Context: an optimization exercise on an open-source flow, tuned for small area and a short achievable clock period. The choices shown serve that exercise and are no tape-out recipe.

==> flow/design.v (excerpt) <==
module multiplier_logic (
    input  wire        clk,
    input  wire        rst_n,
    input  wire [15:0] a,
    input  wire [15:0] b,
    output reg  [31:0] y
);
  reg r1_a0;
  reg r1_a1;
  reg r1_a2;
  reg r1_a3;
  reg r1_a4;
  reg r1_a5;
  reg r1_a6;
  reg r1_a7;
  reg r1_a8;
  reg r1_a9;
  reg r1_a10;
  reg r1_a11;
  reg r1_a12;
  reg r1_a13;
  reg r1_a14;
  reg r1_a15;
  reg r1_an0;
  reg r1_an1;
  reg r1_an2;
  reg r1_an3;
  reg r1_an4;
  reg r1_an5;
  reg r1_an6;
  reg r1_an7;
  reg r1_an8;
  reg r1_an9;
  reg r1_an10;
  reg r1_an11;
  reg r1_an12;
  reg r1_an13;
  reg r1_an14;
  reg r1_an15;
  reg r1_b15;
  reg r1_one1;
  reg r1_two2;
  reg r1_neg3;
  reg r1_one4;
  reg r1_two5;
  reg r1_neg6;
  reg r1_one7;
  reg r1_two8;
  reg r1_neg9;
  reg r1_one10;
  reg r1_two11;
  reg r1_neg12;
  reg r1_one13;
  reg r1_two14;
  reg r1_neg15;
  reg r1_one16;
  reg r1_two17;
  reg r1_neg18;
  reg r1_one19;
  reg r1_two20;
  reg r1_neg21;
  reg r1_one22;
  reg r1_two23;
  reg r1_neg24;
  reg r2_s193;
  reg r2_s195;
  reg r2_s199;
  reg r2_c200;
  reg r2_s201;
  reg r2_p63;
  reg r2_s203;
  reg r2_c202;
  reg r2_c204;
  reg r2_s205;
  reg r2_s207;
  reg r2_s209;
  reg r2_c210;
  reg r2_s213;
  reg r2_c214;
  reg r2_s219;
  reg r2_c218;
  reg r2_s221;
  reg r2_c220;
  reg r2_s223;
  reg r2_s227;
  reg r2_c224;
  reg r2_s229;
  reg r2_s233;
  reg r2_c230;
  reg r2_s235;
  reg r2_c236;
  reg r2_s241;
  reg r2_s243;
  reg r2_s245;
  reg r2_s247;
  reg r2_c242;
  reg r2_c244;
  reg r2_s249;
  reg r2_s253;
  reg r2_s255;
  reg r2_c250;
  reg r2_s257;
  reg r2_s261;
  ...
==> flow/config.mk <==
export PLATFORM = sky130hd
export DESIGN_NAME = multiplier_logic
export DESIGN_NICKNAME = multiplier_logic
export VERILOG_FILES = /design/flow/design.v
export SDC_FILE = /design/flow/constraint.sdc
export NUM_CORES = 4
export LEC_CHECK = 0
export CAP_MARGIN = 20
export CORE_MARGIN = 2
export CORE_UTILIZATION = 40
export CTS_CLUSTER_DIAMETER = 60
export CTS_CLUSTER_SIZE = 50
export SETUP_SLACK_MARGIN = 2.55
export SLEW_MARGIN = 20
export SYNTH_HIERARCHICAL = 1
export SYNTH_MINIMUM_KEEP_SIZE = 0
==> flow/constraint.sdc <==
create_clock -name core_clock -period 4.5 [get_ports {clk}]
set_input_delay 0.9000 -clock core_clock [delete_from_list [all_inputs] [get_ports {clk}]]
set_output_delay 0.9000 -clock core_clock [all_outputs]
set_load 0.01 [all_outputs]
standard.sh (not shown) runs the stock make flow with config.mk's settings and CLKGATE_MAP_FILE= SYNTH_SCRIPT=/design/flow/synth_recipe.tcl, a recipe that flattens the netlist after the stock synthesis.
==> flow/flow/run.sh <==
#!/bin/bash
# Layout: the standard flow (standard.sh) with two changes to how it is
# built, none to what is built or measured:
#  - the port buffers that global placement inserts are plain buf_1 cells
#    (repair_timing still resizes any that timing needs);
#  - clock tree synthesis runs with the settings of config.mk
#    (CTS_CLUSTER_SIZE 50, CTS_CLUSTER_DIAMETER 60) but inserts no dummy
#    load cells.
# All tool output goes to standard_flow.log here; ORFS's per-step logs stay
# under orfs/logs/.
set -euo pipefail
export BUFFER_PORTS_ARGS="-buffer_cell sky130_fd_sc_hd__buf_1"
export CTS_ARGS="-sink_clustering_enable -repair_clock_nets -sink_clustering_size 50 -sink_clustering_max_diameter 60 -dont_use_dummy_load"
bash standard.sh > standard_flow.log 2>&1
The starting point passed the timing, design-rule and antenna checks.
Edit:
--- a/flow/design.v
+++ b/flow/design.v
@@ -678,31 +678,31 @@
   wire s463 = r3_c392 ^ r3_c394;
   wire c464 = r3_c392 & r3_c394;
   wire s465 = r3_c398 ^ r3_s401;
   wire c466 = r3_c398 & r3_s401;
   wire s467 = r3_c406 ^ r3_c408;
   wire c468 = r3_c406 & r3_c408;
   wire s469 = r3_c416 ^ r3_c418;
   wire c470 = r3_c416 & r3_c418;
   wire s471 = r3_c424 ^ r3_c426;
   wire c472 = r3_c424 & r3_c426;
   wire [31:0] ra = {r3_c444, r3_s443, r3_c440, r3_s439, r3_c436, r3_s435, r3_s431, r3_s427, r3_s425, r3_s421, r3_s417, r3_s411, r3_s407, c464, r3_s397, r3_s393, c460, c458, c456, c454, c452, c450, c448, c446, r3_r2_s213, r3_c366, r3_s365, r3_s361, r3_s357, r3_r2_s199, r3_r2_s195, r3_r2_s193};
   wire [31:0] rb = {r3_r2_s355, 1'b0, r3_s441, 1'b0, r3_s437, 1'b0, c472, s471, c470, s469, c468, s467, c466, s465, s463, c462, s461, s459, s457, s455, s453, s451, s449, s447, s445, r3_s367, 1'b0, 1'b0, 1'b0, 1'b0, 1'b0, 1'b0};
-  wire [16:0] plo = ra[15:0] + rb[15:0];
-  reg [16:0] r4_plo;
-  reg [15:0] r4_ha, r4_hb;
-  always @(posedge clk) begin r4_plo <= plo; r4_ha <= ra[31:16]; r4_hb <= rb[31:16]; end
-  wire [16:0] phs = {r4_ha, r4_plo[16]} + {r4_hb, r4_plo[16]};
-  wire [15:0] phi = phs[16:1];
-  wire [31:0] prod = {phi, r4_plo[15:0]};
+  wire [20:0] plo = ra[19:0] + rb[19:0];
+  reg [20:0] r4_plo;
+  reg [11:0] r4_ha, r4_hb;
+  always @(posedge clk) begin r4_plo <= plo; r4_ha <= ra[31:20]; r4_hb <= rb[31:20]; end
+  wire [12:0] phs = {r4_ha, r4_plo[20]} + {r4_hb, r4_plo[20]};
+  wire [11:0] phi = phs[12:1];
+  wire [31:0] prod = {phi, r4_plo[19:0]};
   always @(posedge clk) begin
     r1_a0 <= a[0];
     r1_a1 <= a[1];
     r1_a2 <= a[2];
     r1_a3 <= a[3];
     r1_a4 <= a[4];
     r1_a5 <= a[5];
     r1_a6 <= a[6];
     r1_a7 <= a[7];
     r1_a8 <= a[8];
     r1_a9 <= a[9];
     r1_a10 <= a[10];
Final cell count barely changes.
Core utilization went down by 0.38 points.
Setup slack gets worse by 120 ps.
Clock-buffer cell count went down by 3.
Worst hold slack gets better by 26 ps.
Register-to-register slack gets worse by 120 ps.
Die area barely changes.
Wire length went up by 2.0%.
No run of this note included a check of the RTL's function; only the layout flow was run.

[static timing again, ports no longer ideal]
Ports are ideal in the flow. The routed layouts listed here were re-timed in OpenROAD. Step 1: set_driving_cell puts a clkbuf_16 on clk and a buf_2 on each other input, an assumption about the parent block. Step 2, shift: input delay + t, output delay - t, t = (earliest + latest rising clock arrival at the registers) / 2. This alone moves slack from input paths to output paths. a / b / c = no drivers / after step 1 / after step 2; a / b = the first two.
| run | t (ns) | slack for setup (ns) | worst hold slack (ns) | worst setup path after step 2 | worst register clock-pin slew, ns |
|---|---|---|---|---|---|
| the first run | 0.552 | 2.415 / 2.415 / 2.415 | 0.288 / 0.288 / 0.288 | register to register | 0.08 / 0.08 |
| the second run | 0.548 | 2.295 / 2.295 / 2.295 | 0.314 / 0.314 / 0.314 | register to register | 0.10 / 0.10 |
After both steps every run listed still meets setup and hold.
